Context: an optimization exercise on an open-source flow, tuned for small area and a short achievable clock period. The choices shown serve that exercise and are no tape-out recipe. Where RTL was checked, it was by simulation tests only, not by an equivalence proof against the original. Function not checked in run 1: the RTL went through the layout flow alone.

==> flow/design.v (outline; a module is shown in full before it is edited, if it fits) <==
// module FA: 6 lines
// module HA: 6 lines
// module XN2: 5 lines
// module OR2: 5 lines
// module MX: 5 lines
// module X2: 5 lines
// module LSTM: 1757 lines
module LSTM(clk, Of, En, Ci, Cip, In, Ui, Uf, Uk, Uo, Wi, Wk, Wf, Wo, Vo, Bi, Bo, Bf, Bk, PrevH, Cout, Hout);
  // ...
==> flow/flow/run.sh <==
#!/bin/bash
set -euo pipefail
export BUFFER_PORTS_ARGS="-buffer_cell sky130_fd_sc_hd__buf_1"
bash standard.sh > standard_flow.log 2>&1
==> flow/standard.sh <==
#!/bin/bash
# synth_recipe.tcl (not shown) runs the flow's synth.tcl, then flattens the netlist and writes it again
# the make line also repeats each setting of config.mk as NAME=value (left out here)
make -C /OpenROAD-flow-scripts/flow DESIGN_CONFIG=/design/flow/config.mk WORK_HOME=/design/flow/orfs CLKGATE_MAP_FILE= SYNTH_SCRIPT=/design/flow/synth_recipe.tcl "${@:-finish}"
==> flow/config.mk <==
export PLATFORM = sky130hd
export DESIGN_NAME = LSTM
export DESIGN_NICKNAME = LSTM
export VERILOG_FILES = /design/flow/design.v
export SDC_FILE = /design/flow/constraint.sdc
export NUM_CORES = 4
export LEC_CHECK = 0
export CAP_MARGIN = 20
export CORE_MARGIN = 2
export CORE_UTILIZATION = 40
export CTS_BUF_LIST = sky130_fd_sc_hd__clkbuf_8
export SLEW_MARGIN = 20
export SYNTH_HIERARCHICAL = 1
==> flow/constraint.sdc <==
create_clock -name core_clock -period 45.0 [get_ports {clk}]
set_input_delay 9.0000 -clock core_clock [delete_from_list [all_inputs] [get_ports {clk}]]
set_output_delay 9.0000 -clock core_clock [all_outputs]
set_load 0.01 [all_outputs]
==> qor.txt, run 1 <==
status = timing/DRC/antenna clean
largest net degree at the start of global routing = 33
most frequent cell after synthesis = nand2_1
Critical Path RT = 36.00 ns
syn avg cell area = 9.84 sq um
drt via density = 5.08
first-pass GRT wire length = 54000 um
Final Util = 43.2%
DR vias = 9632
WL met1 = 13400 um
layout overhead on the synthesized area = 6.41%
WS Path Type = in2out
Max H-tree Level = 1
Cells after DPL = 1889
routability cong. = 0.841
ranking of synthesized cells by instance count = nand2_1 (452), fa_1 (388), xnor2_1 (121), or2_1 (68), clkbuf_1 (62)
antenna cells = 3
Starting Density = 40.6%
met1 global-route usage = 25.9%
CP startpoint kind = input port
type of destination of the critical path = output pin
met2 wire length = 16000 um
cts hold-fix bufs = 0
inverter count = 44
Clock Tree Root = clkbuf_8
Yosys top cell by area = fa_1
unique cell type count in the Yosys netlist = 53
registers with the most flip-flops = u_r: 9 flops, ft_r: 8 flops, h_r: 8 flops
Tot GR Track Use = 18.9%
Worst path most repeated cell = fa_1
pre-CTS WS = 19.19 ns
crit path max fanout = 9
final period utilization = 57.4%
==> run 2: changes to the inputs <==
--- a/flow/design.v
+++ b/flow/design.v
@@ -1708,82 +1708,80 @@
   wire w1063 = ((w1061 & w1062) ? ({1'b0, P1053} + 11'd1 >= 11'd766) : ((w1061 | w1062) ? ({1'b0, P1053} + 11'd1 >= 11'd511) : ({1'b0, P1053} + 11'd1 >= 11'd256)));
   wire w1064 = 1 ^ w1061 ^ w1062;
   wire w1065 = (1 & w1061) | (1 & w1062) | (w1061 & w1062);
   wire w1066 = &{~s1045, ~s1046, ~s1047, ~s1048, ~s1049, ~s1050, ~s1051};
   wire w1067 = &{~s1046, ~s1047, ~s1048, ~s1049, ~s1050, ~s1051};
   wire w1068 = (&{~s1047, ~s1048, ~s1049, ~s1050, ~s1051}) & (~s1046 | ~s1045);
   wire w1069 = &{~s1029, ~s1030, ~s1031, ~s1032, ~s1033, ~s1034, ~s1035, ~s1036};
   wire w1070 = &{~s1037, ~s1038, ~s1039, ~s1040, ~s1041, ~s1042, ~s1043, ~s1044};
-  wire w1071 = ~c1036 | (0 & w1069);
-  wire w1072 = ~c1044 | (w1071 & w1070);
-  wire w1073 = ~w1071 & ~w1072;
-  wire w1074 = w1071 ^ w1072;
-  wire w1075 = ~(w1071 & w1072);
-  wire w1076 = w1075 | (~s1052 & w1067);
-  wire w1077 = w1073 | (w1074 & ~s1052 & w1066);
-  wire w1078 = ~c1036 | (1 & w1069);
-  wire w1079 = ~c1044 | (w1078 & w1070);
-  wire w1080 = ~w1078 & ~w1079;
-  wire w1081 = w1078 ^ w1079;
-  wire w1082 = ~(w1078 & w1079);
-  wire w1083 = w1082 | (~s1052 & w1068);
-  wire w1084 = w1080 | (w1081 & ~s1052 & w1067);
-  wire w1085 = w1080 & ~s1052 & w1066;
-  wire w1086 = w996 ? w1083 : w1076;
-  wire w1087 = w996 ? w1084 : w1077;
-  wire w1088 = w996 ? w1085 : 1'b0;
-  wire o1089;
-  OR2 ok1089(.a(~c1053), .b(w1087), .y(o1089));
-  wire m1090;
-  MX mx1090(.s(~c1053), .a(w1086), .b(w1088), .y(m1090));
-  wire m1091;
-  MX mx1091(.s(~s1053), .a(o1089), .b(m1090), .y(m1091));
-  wire w1092 = w1001 ? w1083 : w1076;
-  wire w1093 = w1001 ? w1084 : w1077;
-  wire w1094 = w1001 ? w1085 : 1'b0;
-  wire o1095;
-  OR2 ok1095(.a(~c1053), .b(w1093), .y(o1095));
+  wire w1071 = ~c1044 | w1070;
+  wire w1072 = ~(~c1036) & ~(~c1044);
+  wire w1073 = ~c1036 ? ~(w1071) : ~c1044;
+  wire w1074 = ~(~c1036) | ~(w1071);
+  wire w1075 = w1074 | (~s1052 & w1067);
+  wire w1076 = w1072 | (w1073 & ~s1052 & w1066);
+  wire w1077 = ~c1036 | w1069;
+  wire w1078 = ~(w1077) & ~(~c1044);
+  wire w1079 = w1077 ? ~(w1071) : ~c1044;
+  wire w1080 = ~(w1077) | ~(w1071);
+  wire w1081 = w1080 | (~s1052 & w1068);
+  wire w1082 = w1078 | (w1079 & ~s1052 & w1067);
+  wire w1083 = w1078 & ~s1052 & w1066;
+  wire w1084 = w996 ? w1081 : w1075;
+  wire w1085 = w996 ? w1082 : w1076;
+  wire w1086 = w996 ? w1083 : 1'b0;
+  wire o1087;
+  OR2 ok1087(.a(~c1053), .b(w1085), .y(o1087));
+  wire m1088;
+  MX mx1088(.s(~c1053), .a(w1084), .b(w1086), .y(m1088));
+  wire m1089;
+  MX mx1089(.s(~s1053), .a(o1087), .b(m1088), .y(m1089));
+  wire w1090 = w1001 ? w1081 : w1075;
+  wire w1091 = w1001 ? w1082 : w1076;
+  wire w1092 = w1001 ? w1083 : 1'b0;
+  wire o1093;
+  OR2 ok1093(.a(~c1053), .b(w1091), .y(o1093));
+  wire m1094;
+  MX mx1094(.s(~c1053), .a(w1090), .b(w1092), .y(m1094));
+  wire m1095;
+  MX mx1095(.s(~s1053), .a(o1093), .b(m1094), .y(m1095));
   wire m1096;
-  MX mx1096(.s(~c1053), .a(w1092), .b(w1094), .y(m1096));
-  wire m1097;
-  MX mx1097(.s(~s1053), .a(o1095), .b(m1096), .y(m1097));
-  wire m1098;
-  MX mx1098(.s(m956), .a(m1097), .b(m1091), .y(m1098));
-  wire w1099 = w1004 ? w1064 : w1059;
-  wire w1100 = w1004 ? w1065 : w1060;
+  MX mx1096(.s(m956), .a(m1095), .b(m1089), .y(m1096));
+  wire w1097 = w1004 ? w1064 : w1059;
+  wire w1098 = w1004 ? w1065 : w1060;
+  wire s1099;
+  XN2 xn1099(.a(s1045), .b(~w1097), .y(s1099));
+  wire c1099;
+  OR2 or1099(.a(s1045), .b(~w1097), .y(c1099));
+  wire s1100, c1100;
+  FA fa1100(.a(s1046), .b(~w1098), .ci(c1099), .s(s1100), .co(c1100));
   wire s1101;
-  XN2 xn1101(.a(s1045), .b(~w1099), .y(s1101));
+  XN2 xn1101(.a(s1047), .b(c1100), .y(s1101));
   wire c1101;
-  OR2 or1101(.a(s1045), .b(~w1099), .y(c1101));
-  wire s1102, c1102;
-  FA fa1102(.a(s1046), .b(~w1100), .ci(c1101), .s(s1102), .co(c1102));
+  OR2 or1101(.a(s1047), .b(c1100), .y(c1101));
+  wire s1102;
+  XN2 xn1102(.a(s1048), .b(c1101), .y(s1102));
+  wire c1102;
+  OR2 or1102(.a(s1048), .b(c1101), .y(c1102));
   wire s1103;
-  XN2 xn1103(.a(s1047), .b(c1102), .y(s1103));
+  XN2 xn1103(.a(s1049), .b(c1102), .y(s1103));
   wire c1103;
-  OR2 or1103(.a(s1047), .b(c1102), .y(c1103));
+  OR2 or1103(.a(s1049), .b(c1102), .y(c1103));
   wire s1104;
-  XN2 xn1104(.a(s1048), .b(c1103), .y(s1104));
+  XN2 xn1104(.a(s1050), .b(c1103), .y(s1104));
   wire c1104;
-  OR2 or1104(.a(s1048), .b(c1103), .y(c1104));
+  OR2 or1104(.a(s1050), .b(c1103), .y(c1104));
   wire s1105;
-  XN2 xn1105(.a(s1049), .b(c1104), .y(s1105));
+  XN2 xn1105(.a(s1051), .b(c1104), .y(s1105));
   wire c1105;
-  OR2 or1105(.a(s1049), .b(c1104), .y(c1105));
-  wire s1106;
-  XN2 xn1106(.a(s1050), .b(c1105), .y(s1106));
-  wire c1106;
-  OR2 or1106(.a(s1050), .b(c1105), .y(c1106));
-  wire s1107;
-  XN2 xn1107(.a(s1051), .b(c1106), .y(s1107));
-  wire c1107;
-  OR2 or1107(.a(s1051), .b(c1106), .y(c1107));
-  wire s1108 = ~(s1052 ^ c1107);
-  wire [7:0] h_d = {s1108, s1107, s1106, s1105, s1104, s1103, s1102, s1101};
+  OR2 or1105(.a(s1051), .b(c1104), .y(c1105));
+  wire s1106 = ~(s1052 ^ c1105);
+  wire [7:0] h_d = {s1106, s1105, s1104, s1103, s1102, s1101, s1100, s1099};
   always @(posedge clk) begin
     u_r  <= En ? u_d  : 9'd0;
     ft_r <= En ? ft_d : 8'd0;
     h_r  <= En ? h_d  : 8'd0;
   end
   assign Hout = h_r;
   assign Cout = cout_w;
-  assign Of = m1098;
+  assign Of = m1096;
 endmodule
==> run 2 against run 1 <==
  * Critical path depth shrank 1
  * First-iteration DRC count shrank 5.2%
  * Synthesized cell count decreased by 1.0%
  * Global-route usage barely moved
  * Non-clock buffer count did not move
  * Final cell count shrank 0.53%
  * Fmax down 0.37%
  * Worst hold slack got worse by 0.056 ns
  * Sequential share of layout area hardly changed
  * Cell area fell by 0.51%
==> qor.txt, run 2 <==
drt pass-1 iters = 5
largest net degree at the start of global routing = 33 (unchanged)
Post-synth EDFFs = 0
routability cong. = 0.852 (+1.3%)
final hold viol count = 0
layout overhead on the synthesized area = 6.65%
max FFs per register = 9
crit path DAT = 16.92 ns
DR vias = 9549 (-0.86%)
fin nets = 1980
Slew Limit Fails = 0
Setup violations, final = 0
Worst slew margin = 47.5%
setup_tns = 0 ns
final period utilization = 57.6% (+0.21 points)
drc violations = 0
initial DRC count = 405
Synth Flop Type = dfxtp_1
per-cell routed wire length = 16.6 um
# IOs = 148
synthesized area = 13500 sq um
WS Path Type = in2out
post-CTS setup buffers = 0
hold_ws = 1.58 ns
top-area cell type share of the netlist area = 57.7%
Area contributors post-synth = fa_1 (58%), nand2_1 (13%), xnor2_1 (7.7%), dfxtp_1 (3.7%), or2_1 (3.2%)
Yosys top cell by area = fa_1
Clock Tree Root = clkbuf_8
Routed Antenna Nets = 0
CTS resizes = 0
Die X = 188 um
area of the core = 33400 sq um
unique cell type count in the Yosys netlist = 45 (-15%)
Worst-path clk slew = 0.09 ns
pre-CTS WS = 19.02 ns (-0.170 ns)
commonest non-fill, non-tap cell in the layout = nand2_1
Yosys warning count = 7
Max H-tree Level = 1 (unchanged)
Cells after DPL = 1879 (-0.53%)
crit path max fanout = 9 (unchanged)
Final Util = 43.1% (-0.11 points)
Starting Density = 40.4% (-0.20 points)
Max Freq = 38.6 MHz
RSZ-0062 raised after global routing = no
total grt overflow = 0
Clk Latency, worst-skew pair = 0.27 ns
most frequent cell after synthesis = nand2_1
Die Y-Extent = 188 um
Largest Register = u_r
row count = 67
Max Root-Sink Buffers = 2
ranking of synthesized cells by instance count = nand2_1 (454), fa_1 (388), xnor2_1 (119), or2_1 (69), clkbuf_1 (58)
PnR worst setup slack = 19.08 ns
drt via density = 5.06 (-0.34%)
Buffers on Ports = 131
cts hold-fix bufs = 0 (unchanged)
Synth Instances = 1365
worst slew pin tran = 0.788 ns
TritonCTS clock tree = built
Tot GR Track Use = 18.9% (+0.027 points)
Critical Path RT = 36.00 ns (about the same)
max cap viols = 0
Finished Cell Area = 14400 sq um
final cell count without fillers = 1886
status = timing/DRC/antenna clean
initial antenna violation count = 3
vias in the first global route = 10500
minimum clock period = 25.92 ns
HP Class = reg2reg
Detailed Place HPWL = 26900 um
post-synthesis sequential area ratio = 3.71%
routed wire length = 31400 um
type of destination of the critical path = output pin
TritonCTS sink count = 25
CTS Buf Count = 3
ys async rst share = 0%
Cell Area, Placed = 14300 sq um
registers with the most flip-flops = u_r: 9 flops, ft_r: 8 flops, h_r: 8 flops
Mapped Nets = 1909
share of post-route cells with drive strength above 1 = 3.21%
area of the die = 35200 sq um
first-pass GRT wire length = 53700 um (-0.68%)
most frequent cells in the layout = nand2_1 (454), fa_1 (388), buf_1 (131)
CP startpoint kind = input port
Seq cells post-synth = 25
Setup Skew = 0.00230 ns
syn avg cell area = 9.87 sq um (+0.28%)
==> run 2: cells by family (layout without fill, tap and decap cells) <==
logic type | Yosys count | after routing | share of synthesized area, %
multiplexers | 21 | 21 | 2.14
other | 0 | 3 | 0
buffers and inverters | 126 | 196 | 3.73
XOR/XNOR | 137 | 137 | 8.91
AND/OR/NAND/NOR | 617 | 617 | 20.1
AO/OA/AOI/OAI | 26 | 26 | 1.40
adder cells (fa/ha/maj) | 413 | 413 | 60.0
flip-flops | 25 | 25 | 3.71
==> run 2: final cells by class <==
| cell class | count | area (sq um) |
|---|---|---|
| tap | 448 | 561 |
| clock buffer | 3 | 41.3 |
| timing repair buffer | 147 | 612 |
| clock inverter | 1 | 8.76 |
| fill | 3343 | 19000 |
| sequential | 25 | 500 |
| antenna | 3 | 7.51 |
| inverter | 45 | 169 |
| multi-input combinational | 1214 | 12500 |
==> run 2: layer usage <==
metal	routed length, um	GRT usage [%]
met1	13300	25.8
met2	15900	33.5
met3	1830	2.08
met4	287	2.15
met5	16	0
==> run 2: path summary, 6_finish.rpt <==
kind	from	to	slack [ns]	depth (start not counted)
worst max-delay path	Ci[2]	Of	19.08	24
worst min-delay path	u_r[8]$_SDFF_PN0_	h_r[0]$_SDFF_PN0_	1.58	7
worst max register to register	ft_r[0]$_SDFF_PN0_	h_r[7]$_SDFF_PN0_	36.74	25
worst min register to register	u_r[8]$_SDFF_PN0_	h_r[0]$_SDFF_PN0_	1.58	7
==> run 2: worst max-delay path, stage by stage <==
cell and delay [ns]:
buf_1 0.48, nand2_1 0.15, fa_1 0.47, fa_1 0.40, fa_1 0.42, fa_1 0.39, fa_1 0.39, fa_1 0.39
fa_1 0.48, or2_1 0.24, fa_1 0.48, fa_1 0.45, fa_1 0.39, fa_1 0.50, fa_1 0.60, nor2_1 0.06
nand2_1 0.09, or2_1 0.18, nand3_1 0.13, mux2_1 0.30, mux2_4 0.25, mux2_4 0.26, mux2_4 0.28, buf_1 0.14
==> run 2: Yosys stat by module (local to each module, per instance) <==
module,times used,cells inside,flip-flops and latches
HA,15,1,0
MX,14,1,0
X2,8,1,0
LSTM,1,807,25
XN2,65,1,0
FA,388,1,0
OR2,68,1,0

## static timing again, ports no longer ideal
How much do the figures lean on ideal ports? The routed layouts below were timed once more, with nothing changed but the port constraints. Step 1 sets driving cells, clkbuf_16 on the clock port and buf_2 on the other inputs (assumed; they add their load-dependent delay and slew). Step 2 adds t to the input delays and takes it off the output delays; t is the mean of the earliest and latest rising clock arrival at the registers after step 1. Input paths then give back, and output paths get back, about the clock's delay inside the block. Three values: ideal ports, drivers, drivers and shift; two values: the first two.
run | shift t [ns] | setup slack, ns | worst slew at a driven data input, ns | cell pins on the clock port's net
run 1 | 0.309 | 19.178 / 19.153 / 19.153 | 0.11 | 1
run 2 | 0.293 | 19.081 / 19.054 / 19.054 | 0.10 | 1
After both steps setup and hold are still met in every run listed. For run 2, which loses most, drivers alone change the setup slack by -0.027 ns; drivers and shift together by -0.027 ns.
